What follows belongs to an exercise in optimizing a design on an open flow for small area; a production flow would make more cautious choices. Only simulation tests tie the RTL to the original design; equivalence was not proved. Power is estimated from default activity; no workload was simulated.

<file path="design/flow/flow/run.sh">
#!/bin/bash
# Layout flow: the standard flow (standard.sh) unchanged except that the
# ports are buffered with buf_1 cells instead of the flow's default buffer.
# ORFS's own logs stay in orfs/logs; make's output goes to standard.log.
set -euo pipefail
bash standard.sh "BUFFER_PORTS_ARGS=-buffer_cell sky130_fd_sc_hd__buf_1" finish > standard.log 2>&1
</file>
<file path="design/flow/standard.sh">
#!/bin/bash
# synth_recipe.tcl (not shown) runs the flow's synth.tcl, then flattens the netlist and writes it again
# the make line also repeats each setting of config.mk as NAME=value (left out here)
make -C /OpenROAD-flow-scripts/flow DESIGN_CONFIG=/design/flow/config.mk WORK_HOME=/design/flow/orfs CLKGATE_MAP_FILE= SYNTH_SCRIPT=/design/flow/synth_recipe.tcl "${@:-finish}"
</file>
<file path="design/flow/config.mk">
export PLATFORM = sky130hd
export DESIGN_NAME = manta_style
export DESIGN_NICKNAME = manta_style
export VERILOG_FILES = /design/flow/design.v
export SDC_FILE = /design/flow/constraint.sdc
export NUM_CORES = 4
export LEC_CHECK = 0
export ABC_AREA = 1
export CAP_MARGIN = 20
export CORE_MARGIN = 2
export CORE_UTILIZATION = 60
export CTS_CLUSTER_DIAMETER = 100
export CTS_CLUSTER_SIZE = 24
export PLACE_DENSITY = 0.75
export SLEW_MARGIN = 20
</file>
<file path="design/flow/constraint.sdc">
create_clock -name core_clock -period 8.0 [get_ports {clk}]
set_input_delay 1.6000 -clock core_clock [delete_from_list [all_inputs] [get_ports {clk}]]
set_output_delay 1.6000 -clock core_clock [all_outputs]
set_load 0.01 [all_outputs]
</file>
<file path="design/flow/design.v">
module multiplier3 (
    input  [15:0] A,
    input  [15:0] B,
    input  [1:0]  step,
    input  [16:0] acc_in,
    output [16:0] acc_out
);
    wire [16:0] Ash = step[1] ? {A[4:0], 12'd0} : (step[0] ? {A[10:0], 6'd0} : {1'b0, A});
    wire [5:0]  Bc  = step[1] ? {2'b00, B[15:12]} : (step[0] ? B[11:6] : B[5:0]);
    wire mt1;
    assign mt1 = (Ash[5] & Bc[0]) ^ (Ash[4] & Bc[1]);
    wire mt2;
    assign mt2 = (Ash[5] & Bc[0]) & (Ash[4] & Bc[1]);
    wire mt3;
    assign mt3 = (Ash[6] & Bc[0]) ^ (Ash[5] & Bc[1]) ^ (Ash[4] & Bc[2]);
    wire mt4;
    assign mt4 = ((Ash[6] & Bc[0]) & (Ash[5] & Bc[1])) | ((Ash[6] & Bc[0]) & (Ash[4] & Bc[2])) | ((Ash[5] & Bc[1]) & (Ash[4] & Bc[2]));
    wire mt5;
    assign mt5 = (Ash[7] & Bc[0]) ^ (Ash[6] & Bc[1]) ^ (Ash[5] & Bc[2]);
    wire mt6;
    assign mt6 = ((Ash[7] & Bc[0]) & (Ash[6] & Bc[1])) | ((Ash[7] & Bc[0]) & (Ash[5] & Bc[2])) | ((Ash[6] & Bc[1]) & (Ash[5] & Bc[2]));
    wire mt7;
    assign mt7 = (Ash[8] & Bc[0]) ^ (Ash[7] & Bc[1]) ^ (Ash[6] & Bc[2]);
    wire mt8;
    assign mt8 = ((Ash[8] & Bc[0]) & (Ash[7] & Bc[1])) | ((Ash[8] & Bc[0]) & (Ash[6] & Bc[2])) | ((Ash[7] & Bc[1]) & (Ash[6] & Bc[2]));
    wire mt9;
    assign mt9 = (Ash[9] & Bc[0]) ^ (Ash[8] & Bc[1]) ^ (Ash[7] & Bc[2]);
    wire mt10;
    assign mt10 = ((Ash[9] & Bc[0]) & (Ash[8] & Bc[1])) | ((Ash[9] & Bc[0]) & (Ash[7] & Bc[2])) | ((Ash[8] & Bc[1]) & (Ash[7] & Bc[2]));
    wire mt11;
    assign mt11 = (Ash[10] & Bc[0]) ^ (Ash[9] & Bc[1]) ^ (Ash[8] & Bc[2]);
    wire mt12;
    assign mt12 = ((Ash[10] & Bc[0]) & (Ash[9] & Bc[1])) | ((Ash[10] & Bc[0]) & (Ash[8] & Bc[2])) | ((Ash[9] & Bc[1]) & (Ash[8] & Bc[2]));
    wire mt13;
    assign mt13 = (Ash[11] & Bc[0]) ^ (Ash[10] & Bc[1]) ^ (Ash[9] & Bc[2]);
    wire mt14;
    assign mt14 = ((Ash[11] & Bc[0]) & (Ash[10] & Bc[1])) | ((Ash[11] & Bc[0]) & (Ash[9] & Bc[2])) | ((Ash[10] & Bc[1]) & (Ash[9] & Bc[2]));
    wire mt15;
    assign mt15 = (Ash[12] & Bc[0]) ^ (Ash[11] & Bc[1]) ^ (Ash[10] & Bc[2]);
    wire mt16;
    assign mt16 = ((Ash[12] & Bc[0]) & (Ash[11] & Bc[1])) | ((Ash[12] & Bc[0]) & (Ash[10] & Bc[2])) | ((Ash[11] & Bc[1]) & (Ash[10] & Bc[2]));
    wire mt17;
    assign mt17 = (Ash[13] & Bc[0]) ^ (Ash[12] & Bc[1]) ^ (Ash[11] & Bc[2]);
    wire mt18;
    assign mt18 = ((Ash[13] & Bc[0]) & (Ash[12] & Bc[1])) | ((Ash[13] & Bc[0]) & (Ash[11] & Bc[2])) | ((Ash[12] & Bc[1]) & (Ash[11] & Bc[2]));
    wire mt19;
    assign mt19 = (Ash[14] & Bc[0]) ^ (Ash[13] & Bc[1]) ^ (Ash[12] & Bc[2]);
    wire mt20;
    assign mt20 = ((Ash[14] & Bc[0]) & (Ash[13] & Bc[1])) | ((Ash[14] & Bc[0]) & (Ash[12] & Bc[2])) | ((Ash[13] & Bc[1]) & (Ash[12] & Bc[2]));
    wire mt21;
    assign mt21 = (Ash[15] & Bc[0]) ^ (Ash[14] & Bc[1]) ^ (Ash[13] & Bc[2]);
    wire mt22;
    assign mt22 = ((Ash[15] & Bc[0]) & (Ash[14] & Bc[1])) | ((Ash[15] & Bc[0]) & (Ash[13] & Bc[2])) | ((Ash[14] & Bc[1]) & (Ash[13] & Bc[2]));
    wire mt23;
    assign mt23 = (Ash[16] & Bc[0]) ^ (Ash[15] & Bc[1]) ^ (Ash[14] & Bc[2]);
    wire mt24;
    assign mt24 = (Ash[3] & Bc[0]) ^ (Ash[2] & Bc[1]);
    wire mt25;
    assign mt25 = (Ash[3] & Bc[0]) & (Ash[2] & Bc[1]);
    wire mt26;
    assign mt26 = (Ash[4] & Bc[0]) ^ (Ash[3] & Bc[1]) ^ (Ash[2] & Bc[2]);
    wire mt27;
    assign mt27 = ((Ash[4] & Bc[0]) & (Ash[3] & Bc[1])) | ((Ash[4] & Bc[0]) & (Ash[2] & Bc[2])) | ((Ash[3] & Bc[1]) & (Ash[2] & Bc[2]));
    wire mt28;
    assign mt28 = (Ash[1] & Bc[3]) ^ (Ash[0] & Bc[4]);
    wire mt29;
    assign mt29 = (Ash[1] & Bc[3]) & (Ash[0] & Bc[4]);
    wire mt30;
    assign mt30 = mt1 ^ (Ash[3] & Bc[2]) ^ (Ash[2] & Bc[3]);
    wire mt31;
    assign mt31 = (mt1 & (Ash[3] & Bc[2])) | (mt1 & (Ash[2] & Bc[3])) | ((Ash[3] & Bc[2]) & (Ash[2] & Bc[3]));
    wire mt32;
    assign mt32 = (Ash[1] & Bc[4]) ^ (Ash[0] & Bc[5]) ^ acc_in[5];
    wire mt33;
    assign mt33 = ((Ash[1] & Bc[4]) & (Ash[0] & Bc[5])) | ((Ash[1] & Bc[4]) & acc_in[5]) | ((Ash[0] & Bc[5]) & acc_in[5]);
    wire mt34;
    assign mt34 = mt2 ^ mt3 ^ (Ash[3] & Bc[3]);
    wire mt35;
    assign mt35 = (mt2 & mt3) | (mt2 & (Ash[3] & Bc[3])) | (mt3 & (Ash[3] & Bc[3]));
    wire mt36;
    assign mt36 = (Ash[2] & Bc[4]) ^ (Ash[1] & Bc[5]) ^ acc_in[6];
    wire mt37;
    assign mt37 = ((Ash[2] & Bc[4]) & (Ash[1] & Bc[5])) | ((Ash[2] & Bc[4]) & acc_in[6]) | ((Ash[1] & Bc[5]) & acc_in[6]);
    wire mt38;
    assign mt38 = mt4 ^ mt5 ^ (Ash[4] & Bc[3]);
    wire mt39;
    assign mt39 = (mt4 & mt5) | (mt4 & (Ash[4] & Bc[3])) | (mt5 & (Ash[4] & Bc[3]));
    wire mt40;
    assign mt40 = (Ash[3] & Bc[4]) ^ (Ash[2] & Bc[5]) ^ acc_in[7];
    wire mt41;
    assign mt41 = ((Ash[3] & Bc[4]) & (Ash[2] & Bc[5])) | ((Ash[3] & Bc[4]) & acc_in[7]) | ((Ash[2] & Bc[5]) & acc_in[7]);
    wire mt42;
    assign mt42 = mt6 ^ mt7 ^ (Ash[5] & Bc[3]);
    wire mt43;
    assign mt43 = (mt6 & mt7) | (mt6 & (Ash[5] & Bc[3])) | (mt7 & (Ash[5] & Bc[3]));
    wire mt44;
    assign mt44 = (Ash[4] & Bc[4]) ^ (Ash[3] & Bc[5]) ^ acc_in[8];
    wire mt45;
    assign mt45 = ((Ash[4] & Bc[4]) & (Ash[3] & Bc[5])) | ((Ash[4] & Bc[4]) & acc_in[8]) | ((Ash[3] & Bc[5]) & acc_in[8]);
    wire mt46;
    assign mt46 = mt8 ^ mt9 ^ (Ash[6] & Bc[3]);
    wire mt47;
    assign mt47 = (mt8 & mt9) | (mt8 & (Ash[6] & Bc[3])) | (mt9 & (Ash[6] & Bc[3]));
    wire mt48;
    assign mt48 = (Ash[5] & Bc[4]) ^ (Ash[4] & Bc[5]) ^ acc_in[9];
    wire mt49;
    assign mt49 = ((Ash[5] & Bc[4]) & (Ash[4] & Bc[5])) | ((Ash[5] & Bc[4]) & acc_in[9]) | ((Ash[4] & Bc[5]) & acc_in[9]);
    wire mt50;
    assign mt50 = mt10 ^ mt11 ^ (Ash[7] & Bc[3]);
    wire mt51;
    assign mt51 = (mt10 & mt11) | (mt10 & (Ash[7] & Bc[3])) | (mt11 & (Ash[7] & Bc[3]));
    wire mt52;
    assign mt52 = (Ash[6] & Bc[4]) ^ (Ash[5] & Bc[5]) ^ acc_in[10];
    wire mt53;
    assign mt53 = ((Ash[6] & Bc[4]) & (Ash[5] & Bc[5])) | ((Ash[6] & Bc[4]) & acc_in[10]) | ((Ash[5] & Bc[5]) & acc_in[10]);
    wire mt54;
    assign mt54 = mt12 ^ mt13 ^ (Ash[8] & Bc[3]);
    wire mt55;
    assign mt55 = (mt12 & mt13) | (mt12 & (Ash[8] & Bc[3])) | (mt13 & (Ash[8] & Bc[3]));
    wire mt56;
    assign mt56 = (Ash[7] & Bc[4]) ^ (Ash[6] & Bc[5]) ^ acc_in[11];
    wire mt57;
    assign mt57 = ((Ash[7] & Bc[4]) & (Ash[6] & Bc[5])) | ((Ash[7] & Bc[4]) & acc_in[11]) | ((Ash[6] & Bc[5]) & acc_in[11]);
    wire mt58;
    assign mt58 = mt14 ^ mt15 ^ (Ash[9] & Bc[3]);
    wire mt59;
    assign mt59 = (mt14 & mt15) | (mt14 & (Ash[9] & Bc[3])) | (mt15 & (Ash[9] & Bc[3]));
    wire mt60;
    assign mt60 = (Ash[8] & Bc[4]) ^ (Ash[7] & Bc[5]) ^ acc_in[12];
    wire mt61;
    assign mt61 = ((Ash[8] & Bc[4]) & (Ash[7] & Bc[5])) | ((Ash[8] & Bc[4]) & acc_in[12]) | ((Ash[7] & Bc[5]) & acc_in[12]);
    wire mt62;
    assign mt62 = mt16 ^ mt17 ^ (Ash[10] & Bc[3]);
    wire mt63;
    assign mt63 = (mt16 & mt17) | (mt16 & (Ash[10] & Bc[3])) | (mt17 & (Ash[10] & Bc[3]));
    wire mt64;
    assign mt64 = (Ash[9] & Bc[4]) ^ (Ash[8] & Bc[5]) ^ acc_in[13];
    wire mt65;
    assign mt65 = ((Ash[9] & Bc[4]) & (Ash[8] & Bc[5])) | ((Ash[9] & Bc[4]) & acc_in[13]) | ((Ash[8] & Bc[5]) & acc_in[13]);
    wire mt66;
    assign mt66 = mt18 ^ mt19 ^ (Ash[11] & Bc[3]);
    wire mt67;
    assign mt67 = (mt18 & mt19) | (mt18 & (Ash[11] & Bc[3])) | (mt19 & (Ash[11] & Bc[3]));
    wire mt68;
    assign mt68 = (Ash[10] & Bc[4]) ^ (Ash[9] & Bc[5]) ^ acc_in[14];
    wire mt69;
    assign mt69 = ((Ash[10] & Bc[4]) & (Ash[9] & Bc[5])) | ((Ash[10] & Bc[4]) & acc_in[14]) | ((Ash[9] & Bc[5]) & acc_in[14]);
    wire mt70;
    assign mt70 = mt20 ^ mt21 ^ (Ash[12] & Bc[3]);
    wire mt71;
    assign mt71 = (mt20 & mt21) | (mt20 & (Ash[12] & Bc[3])) | (mt21 & (Ash[12] & Bc[3]));
    wire mt72;
    assign mt72 = (Ash[11] & Bc[4]) ^ (Ash[10] & Bc[5]) ^ acc_in[15];
    wire mt73;
    assign mt73 = ((Ash[11] & Bc[4]) & (Ash[10] & Bc[5])) | ((Ash[11] & Bc[4]) & acc_in[15]) | ((Ash[10] & Bc[5]) & acc_in[15]);
    wire mt74;
    assign mt74 = mt22 ^ mt23 ^ (Ash[13] & Bc[3]);
    wire mt75;
    assign mt75 = (Ash[12] & Bc[4]) ^ (Ash[11] & Bc[5]) ^ acc_in[16];
    wire mt76;
    assign mt76 = (Ash[2] & Bc[0]) ^ (Ash[1] & Bc[1]);
    wire mt77;
    assign mt77 = (Ash[2] & Bc[0]) & (Ash[1] & Bc[1]);
    wire mt78;
    assign mt78 = mt24 ^ (Ash[1] & Bc[2]) ^ (Ash[0] & Bc[3]);
    wire mt79;
    assign mt79 = (mt24 & (Ash[1] & Bc[2])) | (mt24 & (Ash[0] & Bc[3])) | ((Ash[1] & Bc[2]) & (Ash[0] & Bc[3]));
    wire mt80;
    assign mt80 = mt25 ^ mt26 ^ mt28;
    wire mt81;
    assign mt81 = (mt25 & mt26) | (mt25 & mt28) | (mt26 & mt28);
    wire mt82;
    assign mt82 = mt27 ^ mt29 ^ mt30;
    wire mt83;
    assign mt83 = (mt27 & mt29) | (mt27 & mt30) | (mt29 & mt30);
    wire mt84;
    assign mt84 = mt31 ^ mt33 ^ mt34;
    wire mt85;
    assign mt85 = (mt31 & mt33) | (mt31 & mt34) | (mt33 & mt34);
    wire mt86;
    assign mt86 = mt35 ^ mt37 ^ mt38;
    wire mt87;
    assign mt87 = (mt35 & mt37) | (mt35 & mt38) | (mt37 & mt38);
    wire mt88;
    assign mt88 = mt39 ^ mt41 ^ mt42;
    wire mt89;
    assign mt89 = (mt39 & mt41) | (mt39 & mt42) | (mt41 & mt42);
    wire mt90;
    assign mt90 = mt43 ^ mt45 ^ mt46;
    wire mt91;
    assign mt91 = (mt43 & mt45) | (mt43 & mt46) | (mt45 & mt46);
    wire mt92;
    assign mt92 = mt47 ^ mt49 ^ mt50;
    wire mt93;
    assign mt93 = (mt47 & mt49) | (mt47 & mt50) | (mt49 & mt50);
    wire mt94;
    assign mt94 = mt51 ^ mt53 ^ mt54;
    wire mt95;
    assign mt95 = (mt51 & mt53) | (mt51 & mt54) | (mt53 & mt54);
    wire mt96;
    assign mt96 = mt55 ^ mt57 ^ mt58;
    wire mt97;
    assign mt97 = (mt55 & mt57) | (mt55 & mt58) | (mt57 & mt58);
    wire mt98;
    assign mt98 = mt59 ^ mt61 ^ mt62;
    wire mt99;
    assign mt99 = (mt59 & mt61) | (mt59 & mt62) | (mt61 & mt62);
    wire mt100;
    assign mt100 = mt63 ^ mt65 ^ mt66;
    wire mt101;
    assign mt101 = (mt63 & mt65) | (mt63 & mt66) | (mt65 & mt66);
    wire mt102;
    assign mt102 = mt67 ^ mt69 ^ mt70;
    wire mt103;
    assign mt103 = (mt67 & mt69) | (mt67 & mt70) | (mt69 & mt70);
    wire mt104;
    assign mt104 = mt71 ^ mt73 ^ mt74;
    wire mt105;
    assign mt105 = (Ash[1] & Bc[0]) ^ (Ash[0] & Bc[1]);
    wire mt106;
    assign mt106 = (Ash[1] & Bc[0]) & (Ash[0] & Bc[1]);
    wire mt107;
    assign mt107 = mt76 ^ (Ash[0] & Bc[2]) ^ acc_in[2];
    wire mt108;
    assign mt108 = (mt76 & (Ash[0] & Bc[2])) | (mt76 & acc_in[2]) | ((Ash[0] & Bc[2]) & acc_in[2]);
    wire mt109;
    assign mt109 = mt77 ^ mt78 ^ acc_in[3];
    wire mt110;
    assign mt110 = (mt77 & mt78) | (mt77 & acc_in[3]) | (mt78 & acc_in[3]);
    wire mt111;
    assign mt111 = mt79 ^ mt80 ^ acc_in[4];
    wire mt112;
    assign mt112 = (mt79 & mt80) | (mt79 & acc_in[4]) | (mt80 & acc_in[4]);
    wire mt113;
    assign mt113 = mt81 ^ mt82 ^ mt32;
    wire mt114;
    assign mt114 = (mt81 & mt82) | (mt81 & mt32) | (mt82 & mt32);
    wire mt115;
    assign mt115 = mt83 ^ mt84 ^ mt36;
    wire mt116;
    assign mt116 = (mt83 & mt84) | (mt83 & mt36) | (mt84 & mt36);
    wire mt117;
    assign mt117 = mt85 ^ mt86 ^ mt40;
    wire mt118;
    assign mt118 = (mt85 & mt86) | (mt85 & mt40) | (mt86 & mt40);
    wire mt119;
    assign mt119 = mt87 ^ mt88 ^ mt44;
    wire mt120;
    assign mt120 = (mt87 & mt88) | (mt87 & mt44) | (mt88 & mt44);
    wire mt121;
    assign mt121 = mt89 ^ mt90 ^ mt48;
    wire mt122;
    assign mt122 = (mt89 & mt90) | (mt89 & mt48) | (mt90 & mt48);
    wire mt123;
    assign mt123 = mt91 ^ mt92 ^ mt52;
    wire mt124;
    assign mt124 = (mt91 & mt92) | (mt91 & mt52) | (mt92 & mt52);
    wire mt125;
    assign mt125 = mt93 ^ mt94 ^ mt56;
    wire mt126;
    assign mt126 = (mt93 & mt94) | (mt93 & mt56) | (mt94 & mt56);
    wire mt127;
    assign mt127 = mt95 ^ mt96 ^ mt60;
    wire mt128;
    assign mt128 = (mt95 & mt96) | (mt95 & mt60) | (mt96 & mt60);
    wire mt129;
    assign mt129 = mt97 ^ mt98 ^ mt64;
    wire mt130;
    assign mt130 = (mt97 & mt98) | (mt97 & mt64) | (mt98 & mt64);
    wire mt131;
    assign mt131 = mt99 ^ mt100 ^ mt68;
    wire mt132;
    assign mt132 = (mt99 & mt100) | (mt99 & mt68) | (mt100 & mt68);
    wire mt133;
    assign mt133 = mt101 ^ mt102 ^ mt72;
    wire mt134;
    assign mt134 = (mt101 & mt102) | (mt101 & mt72) | (mt102 & mt72);
    wire mt135;
    assign mt135 = mt103 ^ mt104 ^ mt75;
    wire [16:0] mt_r0 = {mt134, mt132, mt130, mt128, mt126, mt124, mt122, mt120, mt118, mt116, mt114, mt112, mt110, mt108, mt106, mt105, (Ash[0] & Bc[0])};
    wire [16:0] mt_r1 = {mt135, mt133, mt131, mt129, mt127, mt125, mt123, mt121, mt119, mt117, mt115, mt113, mt111, mt109, mt107, acc_in[1], acc_in[0]};
    assign acc_out = mt_r0 + mt_r1;
endmodule
module manta_style (
    input clk,
    input rst,
    output [15:0] imem_addr,
    output        imem_re,
    input  [15:0] imem_rdata,
    output [15:0] dmem_addr,
    output        dmem_re,
    output        dmem_we,
    output [15:0] dmem_wdata,
    input  [15:0] dmem_rdata
);
    reg [15:0] id_instr;
    reg [15:0] id_pc;
    reg [15:0] ex_instr;
    reg [1:0]  mul_cnt;      
    reg [15:0] mem_res;      
    reg [15:0] mem_wd;       
    reg [3:0]  mem_dest;     
    reg        mem_ld;
    reg        mem_st;
    reg [15:0] gpr [1:15];
    wire [3:0] id_op = id_instr[15:12];
    wire [3:0] id_a  = id_instr[11:8];
    wire [3:0] id_b  = id_instr[7:4];
    wire [3:0] id_c  = id_instr[3:0];
    wire [3:0] ex_op = ex_instr[15:12];
    wire [3:0] ex_a  = ex_instr[11:8];
    wire [3:0] ex_b  = ex_instr[7:4];
    wire [3:0] ex_c  = ex_instr[3:0];
    wire ex_mul   = (ex_op == 4'h5);
    wire mul_busy = ex_mul & ~mul_cnt[1];           
    wire ex_cd    = (ex_op[3:1] == 3'b110);         
    wire [3:0] ex_dest = ex_cd ? 4'd0 : ex_c;
    wire ex_ld    = (ex_op == 4'hb);
    wire ex_stw   = (ex_op == 4'hc);
    wire [3:0] hz_rs1 = (id_op != 4'he) ? id_a : 4'd0;
    wire [3:0] hz_rs2 = (id_op < 4'h6) ? id_b : ((id_op[3:1] == 3'b110) ? id_c : 4'd0);
    wire hz1 = (hz_rs1 != 4'd0) &&
               ((hz_rs1 == ex_dest && ex_ld) || (hz_rs1 == mem_dest && mem_ld && hz_rs1 != ex_dest));
    wire hz2 = (hz_rs2 != 4'd0) &&
               ((hz_rs2 == ex_dest && ex_ld) || (hz_rs2 == mem_dest && mem_ld && hz_rs2 != ex_dest));
    wire id_ex_stall = mul_busy | hz1 | hz2;
    wire id_branch   = (id_op == 4'hd) | (id_op == 4'he) | (id_op == 4'hf);
    wire if_id_stall = id_ex_stall | id_branch;
    wire [3:0] rs1 = ex_a;
    wire [3:0] rs2 = ex_op[3] ? ex_c : ex_b;
    wire [15:0] rf1 = (rs1 == 4'd0) ? 16'd0 : gpr[rs1[3:0]];
    wire [15:0] rf2 = (rs2 == 4'd0) ? 16'd0 : gpr[rs2[3:0]];
    wire [15:0] A = (mem_dest != 4'd0 && rs1 == mem_dest) ? mem_res : rf1;
    wire [15:0] B = (mem_dest != 4'd0 && rs2 == mem_dest) ? mem_res : rf2;
    wire [15:0] imm = {12'd0, ex_b};
    wire        is_sub = (ex_op == 4'h1);
    wire        pc_rel = (ex_op == 4'hd) | (ex_op == 4'he);
    reg  [15:0] add_b;
    always @(*) begin
        case (ex_op)
            4'h0:    add_b = B;
            4'h1:    add_b = ~B;
            4'hd:    add_b = {{12{ex_b[3]}}, ex_b};
            4'he:    add_b = {{8{ex_a[3]}}, ex_a, ex_b};
            4'hf:    add_b = {{12{ex_b[3]}}, ex_b};
            default: add_b = imm;
        endcase
    end
    wire [15:0] add_a = pc_rel ? id_pc : A;
    wire [15:0] sum = add_a + add_b + {15'd0, is_sub};
    wire [15:0] pc_inc = id_pc + 16'd1;
    wire [15:0] L = (ex_op < 4'h6) ? B : imm;
    reg         mul_acc16;
    wire [16:0] acc_in = (mul_cnt == 2'd0) ? 17'd0 : {mul_acc16, mem_res};
    wire [16:0] acc_out;
    multiplier3 mul (.A(A), .B(B), .step(mul_cnt), .acc_in(acc_in), .acc_out(acc_out));
    wire [15:0] b_ge;
    genvar gi;
    generate
        for (gi = 0; gi < 16; gi = gi + 1) begin : g_bge
            assign b_ge[gi] = |B[15:gi];
        end
    endgenerate
    wire [15:1] ovf_terms;
    generate
        for (gi = 1; gi < 16; gi = gi + 1) begin : g_ovf
            assign ovf_terms[gi] = A[gi] & b_ge[16 - gi];
        end
    endgenerate
    wire ovf = (|ovf_terms) | acc_out[16];
    wire [15:0] mul_res = (mul_cnt[1] & ovf) ? 16'hffff : acc_out[15:0];
    wire        shr = ex_op[1];
    wire [15:0] A_rev, shl_rev, shl_raw;
    generate
        for (gi = 0; gi < 16; gi = gi + 1) begin : g_rev
            assign A_rev[gi] = A[15 - gi];
            assign shl_rev[gi] = shl_raw[15 - gi];
        end
    endgenerate
    wire [15:0] shl_in = shr ? A_rev : A;
    assign shl_raw = shl_in << ex_b;
    wire [15:0] shl_out = shr ? shl_rev : shl_raw;
    reg [15:0] res;
    always @(*) begin
        case (ex_op)
            4'h0, 4'h1, 4'h6, 4'hb, 4'hc: res = sum;
            4'h2, 4'h7: res = A & L;
            4'h3, 4'h8: res = A | L;
            4'h4:       res = A ^ B;
            4'h5:       res = mul_res;
            4'h9, 4'ha: res = shl_out;
            default:    res = pc_inc;         
        endcase
    end
    wire br_taken = ((ex_op == 4'hd) && (A != B)) | (ex_op == 4'he) | (ex_op == 4'hf);
    assign imem_re   = ~if_id_stall;
    assign imem_addr = br_taken ? sum : pc_inc;
    assign dmem_addr  = mem_res;
    assign dmem_re    = mem_ld;
    assign dmem_we    = mem_st;
    assign dmem_wdata = mem_wd;
    wire [15:0] wr_data = mem_ld ? dmem_rdata : mem_res;
    always @(posedge clk) begin
        if (rst) begin
            id_instr <= 16'd0;
            id_pc    <= 16'hffff;
        end else begin
            if (!if_id_stall) begin
                id_instr <= imem_rdata;
                id_pc    <= imem_addr;
            end else if (!id_ex_stall) begin
                id_instr <= 16'd0;
            end
        end
    end
    always @(posedge clk) begin
        if (rst) begin
            ex_instr <= 16'd0;
            mul_cnt  <= 2'd0;
        end else if (mul_busy) begin
            mul_cnt  <= mul_cnt + 2'd1;
        end else begin
            ex_instr <= id_ex_stall ? 16'd0 : id_instr;
            mul_cnt  <= 2'd0;
        end
    end
    always @(posedge clk) begin
        mem_res   <= res;
        mul_acc16 <= acc_out[16];
        mem_wd  <= B;
        if (rst || mul_busy) begin
            mem_dest <= 4'd0;
            mem_ld   <= 1'b0;
            mem_st   <= 1'b0;
        end else begin
            mem_dest <= ex_dest;
            mem_ld   <= ex_ld;
            mem_st   <= ex_stw;
        end
    end
    wire [15:0] wr_d = wr_data & {16{~rst}};
    integer i;
    always @(posedge clk) begin
        for (i = 1; i < 16; i = i + 1) begin
            if (rst || mem_dest == i[3:0])
                gpr[i] <= wr_d;
        end
    end
endmodule
</file>
==> results_dict.tcl, run 1 <==
set metrics [dict create \
    cp-start-kind "register" \
    htree_levels 1 \
    overflow 0 \
    final_max_slew_viol_count 0 \
    clock_latency_ns 0.58 \
    ant_nets 0 \
    clock-sinks 329 \
    ys_seq_area_share_pct 39.8 \
    antenna_found_initial 2 \
    cts.reportedPaths.clkPinSlew_ns 0.11 \
    fp-row-count 71 \
    drv_cap 0 \
    synthToLayoutAreaGrowth_pct 8.00 \
    fin_nets 3261 \
    clk_path_buf_depth 3 \
    status "no timing/DRC/antenna violations" \
    grt_start_max_net_pins 62 \
    synthCells 3027 \
    syn_area_um2 22600 \
    rsz0062_at_grt "no" \
    routedWlPerCell_um 23.7 \
    worst_hold_startpoint "mul_cnt[0]$_SDFF_PP0_" \
    port_buffers 84 \
    cts_buffers 19 \
    ir_drop_uv 244 \
    fin_skew_ns 0.0312 \
    place_inst 3617 \
    ios 85 \
    fin_crit_sh_pct 96.6 \
    setup_viol 0 \
    grt_pass1_wl_um 129000 \
    rr_startpoint "ex_instr[9]$_SDFFE_PP0N_" \
    worst_slew_margin_rel_pct 24.1 \
    clockRootBuffer "clkbuf_16" \
    drive_gt1_share_pct 8.79 \
    drtIter0Drc 3082 \
    power.density_nw_per_um2 442 \
    vias 22620 \
    cp-startpoint "ex_instr[9]$_SDFFE_PP0N_" \
    fin_crit_ns 7.73 \
    ys.flop_type "edfxtp_1" \
    die_w_um 198 \
    cts_tree "built" \
    setup_tns_ns 0 \
    stdcell_count 3652 \
    arrival_ns 6.13 \
    yosysTopAreaCell "edfxtp_1" \
    via_per_inst 6.19 \
    hold_viol 0 \
    cts_setup_buffers 0 \
    core_um2 37400 \
    fmax_mhz 129 \
    criticalPathCategory "reg2out" \
    ys_seq_elements 329 \
    synth_fp_nets 3161 \
    grt_pass1_vias 21538 \
    yosys_warnings 18 \
    die_h_um 198 \
    hp-class "reg2reg" \
    dp_hpwl_um 65900 \
    netlist_top_cells_area "edfxtp_1, nand2_1, dfxtp_1" \
    layout_common_cells "nand2_1, nor2_1, inv_1" \
    cellLeakagePower_nw 10.8 \
    synthDominantCellAreaShare_pct 31.9 \
    avgSynthCellArea_um2 7.47 \
    synth_edf_count 240 \
    grt_usage_pct 44.3 \
    initial_utilization_pct 60.5 \
    async_flop_share_pct 0 \
    die_area_um2 39300 \
    synth.distinct_cells 52 \
    final_common_cell "nand2_1" \
    drt-pass1-iter-count 6 \
    endpoint_kind "primary output" \
    path_max_fanout 7 \
    drc 0 \
    tightest_slew_ns 1.13 \
    gp_congestion 1.07 \
    cp.required_ns 6.40 \
    routed_wl_um 86500 \
]
## worst paths after layout
kind                            to  slack, ns  cells past startpoint
min reg2reg  mul_cnt[0]$_SDFF_PP0_       0.46                      1
max reg2reg     mem_res[2]$_DFF_P_       0.39                     38
min          mul_cnt[0]$_SDFF_PP0_       0.46                      1
max                  imem_addr[14]       0.27                     27
## metal layers
layer  track usage (%)  share of wire (%)
met5                 0              0.015
met4              29.0                8.1
met3              10.4                 12
met2              69.8                 44
met1              54.6                 36
## Yosys cell counts (all sizes together), types with 4 or more instances
cell type	count
o2111ai	9
ha	37
nand4	31
nor2	366
o211ai	26
o221ai	4
dfxtp	89
or2	5
nor4	8
nor3	16
buf	55
clkbuf	47
a21o	5
a31oi	5
xnor2	13
o22ai	23
a21oi	138
inv	292
a211oi	8
xor2	58
nand3	148
o21ai	189
edfxtp	240
fa	63
nand2	1130
## sequential cells by signal, summed over array words and instances (netlist names), 2 cells and up
signal    count
id_pc        16
id_instr     16
mem_dest      4
mem_wd       16
mem_res      16
gpr         240
ex_instr     16
mul_cnt       2
## logic make-up (layout without fill, tap and decap cells)
family,Yosys count,after routing,share of synthesized area (%)
fa+ha+maj,100,100,7.63
xor+xnor,71,71,2.75
compound gates,421,421,10.9
buf+inv,396,509,7.42
simple gates,1708,1708,31.5
mux,2,2,0.0885
other cells,0,1,0
flops,329,329,39.8
## through the flow
| step | hold slack (ns) | utilization [%] | cell area (um2) | setup WS [ns] | total power, mW |
|---|---|---|---|---|---|
| floorplan | 0.414 | - | 22600 | 1.64 | 7.01 |
| global placement | 0.424 | 63.5 | 23800 | 0.723 | 9.31 |
| detailed placement | 0.438 | 63.6 | 23800 | 0.639 | 9.41 |
| CTS | 0.457 | 65.2 | 24400 | 0.321 | 10.5 |
| global route | 0.488 | 65.3 | 24400 | 0.0338 | 11.4 |
| finish | 0.465 | 65.3 | 24400 | 0.270 | 10.8 |
## repair_timing
item / 4_1_cts / 5_1_grt
endpoints found under the setup margin: 0 / 17
endpoints found under the hold margin: 0 / 0
hold buffers: 0 / 0
resized for setup: 0 / 2
## final cells by class
| class | count | area [um2] |
|---|---|---|
| Timing Repair Buffer | 181 | 1070 |
| Fill cell | 3300 | 13000 |
| Antenna cell | 1 | 2.50 |
| Clock buffer | 27 | 505 |
| Tap cell | 511 | 639 |
| Clock inverter | 7 | 87.6 |
| Inverter | 294 | 1100 |
| Sequential cell | 329 | 8990 |
| Multi-Input combinational cell | 2302 | 12000 |
## where the power goes
part	internal (mW)	total, mW	switching, mW
registers	2.25	2.54	0.290
clock network	0.479	1.09	0.608
logic	2.07	7.17	5.10
total	4.80	10.8	6.00
## worst max-delay path: stages, from the launching register on
cell      delay (ns)
dfxtp_1         0.40
inv_1           0.26
nand2_1         0.21
nor2_2          0.44
buf_4           0.28
nand2_1         0.07
nand4_1         0.10
nor2_1          0.07
nand2_1         0.08
nand2_1         0.08
nand2_1         0.22
o21ai_0         0.20
fa_1            0.55
fa_1            0.50
nor2_1          0.13
nor2_1          0.07
o21ai_0         0.25
a21oi_1         0.11
o21bai_1        0.20
nand2_1         0.08
a21oi_1         0.13
nor2_1          0.07
o21ai_0         0.28
a31oi_1         0.16
xor2_1          0.20
nand3_1         0.09
and2_1          0.19
buf_1           0.12
==> inputs of run 2 (changes only) <==
--- a/design/flow/config.mk
+++ b/design/flow/config.mk
@@ -10,6 +10,6 @@
 export CORE_MARGIN = 2
-export CORE_UTILIZATION = 60
+export CORE_UTILIZATION = 40
 export CTS_CLUSTER_DIAMETER = 100
 export CTS_CLUSTER_SIZE = 24
-export PLACE_DENSITY = 0.75
+export PLACE_DENSITY = 0.6
 export SLEW_MARGIN = 20
==> run 2 against run 1 <==
Net effect: still clean on timing, DRC and antenna; routed wire length up 6.2%; register-to-register slack is essentially flat; sequential cell count stayed put; final cell count grew 7.5%; sequential share of layout area fell by 1.0 points; sequential power about the same; die area rose by 49%; via count down 4.7%; critical path type is now reg2reg.
==> results_dict.tcl, run 2 <==
set metrics [dict create \
    met3_usage_pct 4.68 \
    fin_nets 3294 \
    endpoint_kind "register" \
    cts_tree "built" \
    synthDominantCellAreaShare_pct 31.9 \
    crit_slowest_cell "fa_1" \
    synth.distinct_cells 52 \
    worst_slew_margin_rel_pct 27.4 \
    fmax_mhz 131 \
    synth_xor_xnor_area_share_pct 2.75 \
    routedWlPerCell_um 23.4 \
    rr_startpoint "ex_instr[9]$_SDFFE_PP0N_" \
    ys_seq_elements 329 \
    overflow 0 \
    synthToLayoutAreaGrowth_pct 11.1 \
    die_w_um 242 \
    vias 21555 \
    arrival_ns 8.06 \
    yosys_warnings 18 \
    power.density_nw_per_um2 439 \
    rsz0062_at_grt "no" \
    seqPwrFrac_pct 22.8 \
    die_area_um2 58400 \
    status "no timing/DRC/antenna violations" \
    setup_viol 0 \
    drv_cap 0 \
    whs_path_depth 1 \
    antenna_found_initial 0 \
    final_common_cell "nand2_1" \
    netlist_top_cells_area "edfxtp_1, nand2_1, dfxtp_1" \
    worst-r2r-cell-count 36 \
    synthMostInstantiatedCell "nand2_1" \
    criticalPathCategory "reg2reg" \
    avgSynthCellArea_um2 7.47 \
    rrSetupSlack_ns 0.39 \
    cp.required_ns 8.45 \
    p_switching_mw 6.12 \
    clock-sinks 329 \
    grt_start_max_net_pins 62 \
    top_register "gpr" \
    hold_viol 0 \
    ir_drop_uv 395 \
    ios 85 \
    setup_tns_ns 0 \
    routed_wl_um 91900 \
    fin_util_pct 44.7 \
    port_buffers 84 \
    cp-startpoint "ex_instr[9]$_SDFFE_PP0N_" \
    via_per_inst 5.49 \
    ys_top_cells_by_count "nand2_1, nor2_1, inv_1, edfxtp_1, o21ai_0" \
    drc 0 \
    largest_reg_flops 240 \
    final_max_slew_viol_count 0 \
    fin_skew_ns 0.0498 \
    clk_path_buf_depth 3 \
    dp_hpwl_um 70600 \
    synth_top_family_by_area "simple AND/OR/NAND/NOR gates" \
    cp-start-kind "register" \
    drtIter0Drc 2060 \
    cts.reportedPaths.clkPinSlew_ns 0.09 \
    synthCells 3027 \
    ys.flop_type "edfxtp_1" \
    synthSimpleGateAreaFrac_pct 31.5 \
    drive_gt1_share_pct 10.2 \
    synth-adder-area-share_pct 7.63 \
    place_ws_ns 0.268 \
    hp-class "reg2reg" \
    switching_share_pct 55.5 \
    drt-pass1-iter-count 6 \
    hold-path-endpoint "mul_cnt[0]$_SDFF_PP0_" \
    critPathMaxStageDelay_ns 0.55 \
    htree_levels 1 \
    initial_utilization_pct 40.3 \
    holdBufCountCts 0 \
    grt_pass1_vias 20517 \
    clkPwrFrac_pct 10.9 \
    clockRootBuffer "clkbuf_16" \
    grt.busiest_layer "met2" \
    whs_ns 0.469 \
    fp-row-count 87 \
    use_met1_pct 40.6 \
    async_flop_share_pct 0 \
    diodes 0 \
    synth_fp_nets 3161 \
    cellLeakagePower_nw 11.0 \
    gp_congestion 1.00 \
    synth_compound_area_share_pct 10.9 \
    fin_crit_ns 7.61 \
    cpMostUsedCell "nand2_1" \
    syn_area_um2 22600 \
    ys_seq_area_share_pct 39.8 \
    synth_mux_area_share_pct 0.0885 \
    grt_pass1_wl_um 134000 \
    r2r_end "mem_res[2]$_DFF_P_" \
    worst_hold_startpoint "mul_cnt[0]$_SDFF_PP0_" \
    yosysTopAreaCell "edfxtp_1" \
    fin_crit_sh_pct 95.1 \
    pwr-share-comb_pct 66.3 \
    clock_latency_ns 0.60 \
    layout_common_cells "nand2_1, nor2_1, inv_1" \
    path_max_fanout 16 \
    core_um2 56200 \
    setup_ws_ns 0.391 \
    grt_usage_pct 30.6 \
    tightest_slew_ns 1.08 \
    cts_buffers 21 \
    p_int_mw 4.92 \
    ant_nets 0 \
    die_h_um 242 \
    met2_usage_pct 49.5 \
    synth_edf_count 240 \
]
==> run 2: metrics by stage <==
step,cells,instance area (um2),power [mW]
after CTS,3919,25000,10.9
after floorplan,3027,22600,7.01
after detailed placement,3885,24300,9.68
after global routing,3927,25100,11.7
final,3927,25100,11.0
after global placement,3885,24300,9.65
==> run 2: per-layer routing <==
metal | wire, um | vias to the layer above
met5 | 0 | -
met4 | 4450 | 0
met3 | 7860 | 206
met2 | 41800 | 1092
met1 | 37800 | 10216
li1 | - | 10041
==> run 2: critical path: cells and delay by family (launching register included) <==
family | cells | cell delay, ns
fa+ha+maj | 5 | 2.36
simple gates | 19 | 2.18
compound gates | 7 | 1.64
buf+inv | 5 | 0.87
flops | 1 | 0.39
==> run 2: timing repair <==
item	CTS	global route
resized for setup	0	15
setup buffers	0	7
setup endpoints to repair	0	18
==> run 2: kinds of logic after synthesis <==
| group | Yosys count |
|---|---|
| AND/OR/NAND/NOR | 1708 |
| AO/OA/AOI/OAI | 421 |
| buffers and inverters | 396 |
| flip-flops | 329 |
| adder cells (fa/ha/maj) | 100 |
| XOR/XNOR | 71 |
| multiplexers | 2 |
==> run 2: area by class of cell <==
class | instances | area (um2)
flip-flops and latches | 329 | 8990
multi-input cells | 2302 | 12100
fillers | 5794 | 31100
clock inverters | 11 | 129
clock buffers | 23 | 554
inverters | 294 | 1110
well taps | 756 | 946
repair buffers | 212 | 1310
==> run 2: worst max-delay path by stage <==
| stage | endpoint | slack (ns) | depth (start not counted) |
|---|---|---|---|
| 4_1_cts | imem_addr[14] | 0.03 | 27 |
| 5_1_grt | mem_res[1]$_DFF_P_ | 0.02 | 44 |
| 3_3_place_gp | mem_res[7]$_DFF_P_ | 0.22 | 36 |
| 3_5_place_dp | mem_res[12]$_DFF_P_ | 0.27 | 36 |
| 6_report | mem_res[2]$_DFF_P_ | 0.39 | 36 |
| 2_1_floorplan | mem_res[8]$_DFF_P_ | 1.64 | 43 |
==> run 2: power by group through the flow <==
stage	sequential (mW)	clock (mW)	combinational (mW)
after floorplan	2.45	0	4.56
after global placement	2.55	0	7.10
after detailed placement	2.55	0	7.13
after CTS	2.51	1.22	7.16
after global routing	2.55	1.27	7.89
final	2.52	1.20	7.31
==> inputs of run 3 (changes only) <==
--- a/design/flow/config.mk
+++ b/design/flow/config.mk
@@ -10,6 +10,7 @@
 export CORE_MARGIN = 2
-export CORE_UTILIZATION = 40
-export CTS_CLUSTER_DIAMETER = 100
-export CTS_CLUSTER_SIZE = 24
-export PLACE_DENSITY = 0.6
+export CORE_UTILIZATION = 60
+export CTS_BUF_LIST = sky130_fd_sc_hd__clkbuf_8
+export CTS_CLUSTER_DIAMETER = 60
+export CTS_CLUSTER_SIZE = 16
+export PLACE_DENSITY = 0.75
 export SLEW_MARGIN = 20
==> run 3 against run 2 <==
Net effect: still clean; synthesized cell count unchanged; hold slack worse by 0.0076 ns; final cell count down 6.2%; die area down 33%; power down 1.0%; worst setup slack worse by 0.11 ns; global-route usage up 14 points; clock skew up 0.011 ns; sequential power about the same; sequential cell count unchanged; largest cell class unchanged; highest routed layer is now met5.
==> results_dict.tcl, run 3 <==
set metrics [dict create \
    diodes 0 \
    top_register "gpr" \
    overflow 0 \
    avgSynthCellArea_um2 7.47 \
    synth.distinct_cells 52 \
    ys_seq_elements 329 \
    final_common_cell "nand2_1" \
    cp-start-kind "register" \
    synthDominantCellAreaShare_pct 31.9 \
    nFillCells 3316 \
    ir_drop_uv 269 \
    drv_cap 0 \
    fin_skew_ns 0.0613 \
    ys_top_cells_by_count "nand2_1, nor2_1, inv_1, edfxtp_1, o21ai_0" \
    fin_crit_sh_pct 96.4 \
    yosysTopAreaCell "edfxtp_1" \
    largest_reg_flops 240 \
    power.density_nw_per_um2 444 \
    die_area_um2 39300 \
    gp_congestion 1.07 \
    synthCells 3027 \
    ys.flop_type "edfxtp_1" \
    fmax_mhz 130 \
    layout_common_cells "nand2_1, nor2_1, inv_1" \
    cts_tree "built" \
    hp-class "reg2reg" \
    final_max_slew_viol_count 0 \
    grt_pass1_wl_um 129000 \
    drtIter0Drc 2992 \
    status "no timing/DRC/antenna violations" \
    drc 0 \
    setup_viol 0 \
    netlist_top_cells_area "edfxtp_1, nand2_1, dfxtp_1" \
    core_um2 37400 \
    fin_crit_ns 7.71 \
    cellLeakagePower_nw 11.0 \
    path_max_fanout 11 \
    antenna_found_initial 2 \
    tightest_slew_ns 1.14 \
    clock_latency_ns 0.73 \
    synthToLayoutAreaGrowth_pct 8.87 \
    hold_viol 0 \
    cts_buffers 30 \
    synth_edf_count 240 \
    fp-row-count 71 \
    via_per_inst 6.16 \
    syn_area_um2 22600 \
    placed_cell_area_um2 23800 \
    stdcell_count 3682 \
    rrSetupSlack_ns 0.42 \
    routed_wl_um 87000 \
    ant_nets 0 \
    arrival_ns 6.11 \
    drive_gt1_share_pct 9.74 \
    worst_slew_margin_rel_pct 23.7 \
    grt_pass1_vias 21486 \
    clockRootBuffer "clkbuf_8" \
    synth_fp_nets 3161 \
    setup_tns_ns 0 \
    drt-pass1-iter-count 8 \
    htree_levels 1 \
    rsz0062_at_grt "no" \
    initial_utilization_pct 60.5 \
    fin_nets 3281 \
    async_flop_share_pct 0 \
    dp_hpwl_um 65900 \
    routedWlPerCell_um 23.6 \
    port_buffers 84 \
    grt_start_max_net_pins 62 \
    clock-sinks 329 \
    clk_path_buf_depth 3 \
    cp.required_ns 6.40 \
    die_h_um 198 \
    ios 85 \
    cts.reportedPaths.clkPinSlew_ns 0.11 \
    die_w_um 198 \
    place_inst 3617 \
    criticalPathCategory "reg2out" \
    endpoint_kind "primary output" \
    vias 22670 \
    ys_seq_area_share_pct 39.8 \
    grt_usage_pct 44.5 \
    synthMostInstantiatedCell "nand2_1" \
    yosys_warnings 18 \
    final_area_um2 24600 \
]
==> run 3: final cells by class <==
| type | count | area [um2] | area share, % |
|---|---|---|---|
| Clock inverter | 25 | 267 | 1.08 |
| Clock buffer | 31 | 427 | 1.73 |
| Tap cell | 511 | 639 | 2.60 |
| Timing Repair Buffer | 190 | 1140 | 4.62 |
| Sequential cell | 329 | 8990 | 36.5 |
| Multi-Input combinational cell | 2302 | 12000 | 48.9 |
| Inverter | 294 | 1110 | 4.50 |
==> run 3: critical path: stages, from the launching register on <==
cell and delay, ns:
dfxtp_1 0.40, inv_2 0.15, nand2_1 0.19, nor2_2 0.34
buf_4 0.31, nand2_1 0.10, nand4_1 0.12, nor2_1 0.07
nand2_1 0.08, nand2_1 0.10, nand2_2 0.17, o21ai_0 0.18
fa_1 0.54, fa_1 0.50, nor2_1 0.13, nor2_1 0.07
o21ai_0 0.26, a21oi_1 0.11, o21bai_1 0.20, nand2_1 0.07
a21oi_1 0.13, nor2_1 0.07, o21ai_0 0.29, a31oi_1 0.16
xor2_1 0.20, nand3_1 0.09, and2_1 0.20, buf_1 0.13
==> run 3: what timing repair did <==
action                     4_1_cts  5_1_grt
setup endpoints to repair        0       19
hold buffers                     0        0
gates resized for setup          0        9
buffers inserted                 0        9
==> run 3: routing by layer <==
metal	part of all wire, %	vias to the layer above	GRT usage (%)
met2	44	1626	69.7
met5	0.015	-	0
met3	12	419	10.3
met4	7.7	2	28.5
met1	36	10575	55.7
li1	-	10048	-
==> run 3: logic make-up (layout without fill, tap and decap cells) <==
family                     Yosys count  after routing  synth area share, %
and+or+nand+nor                   1708           1708                 31.5
AOI/OAI and AO/OA                  421            421                 10.9
buffers and inverters              396            540                 7.42
DFF                                329            329                 39.8
adders and majority gates          100            100                 7.63
xor gates and xnor gates            71             71                 2.75
muxes                                2              2               0.0885
==> run 3: worst paths after layout <==
path,from,end,cells past startpoint
max reg2reg,ex_instr[9]$_SDFFE_PP0N_,mem_res[0]$_DFF_P_,40
min reg2reg,mul_cnt[0]$_SDFF_PP0_,mul_cnt[0]$_SDFF_PP0_,1
min,mul_cnt[0]$_SDFF_PP0_,mul_cnt[0]$_SDFF_PP0_,1
max,ex_instr[10]$_SDFFE_PP0N_,imem_addr[14],27
==> run 3: stage by stage <==
| step | util (%) | power [mW] | hold slack, ns | setup WS (ns) |
|---|---|---|---|---|
| final | 65.8 | 10.9 | 0.462 | 0.285 |
| after floorplan | - | 7.01 | 0.414 | 1.64 |
| after global routing | 65.8 | 11.5 | 0.485 | 0.0233 |
| after global placement | 63.5 | 9.31 | 0.424 | 0.723 |
| after detailed placement | 63.6 | 9.41 | 0.438 | 0.639 |
| after CTS | 65.5 | 10.6 | 0.455 | 0.154 |
==> run 3: report_power, final <==
part	internal, mW	total (mW)	switching [mW]	leakage [nW]
Sequential	2.25	2.54	0.291	3.21
Clock	0.504	1.18	0.672	0.393
Combinational	2.09	7.21	5.11	7.35

==> static timing again, ports no longer ideal <==
How much do the figures lean on ideal ports? The routed layouts below were timed once more, with nothing changed but the port constraints.
Step 1 (the two cells are an assumption about what drives the block):
set clk [get_ports {clk}]
set_driving_cell -lib_cell sky130_fd_sc_hd__clkbuf_16 $clk
set_driving_cell -lib_cell sky130_fd_sc_hd__buf_2 [delete_from_list [all_inputs] $clk]
Step 2 adds t to the input delays and takes it off the output delays; t is the mean of the earliest and latest rising clock arrival at the registers after step 1. Input paths then give back, and output paths get back, about the clock's delay inside the block.
Slacks: ideal / step 1 / step 2; pairs: ideal / step 1.
run	t, ns	setup slack, ns	worst setup path at the end
run 1	0.617	0.270 / 0.213 / 0.386	register to register
run 2	0.633	0.391 / 0.363 / 0.391	register to register
run 3	0.750	0.285 / 0.231 / 0.419	register to register
After both steps every run listed still meets setup and hold.
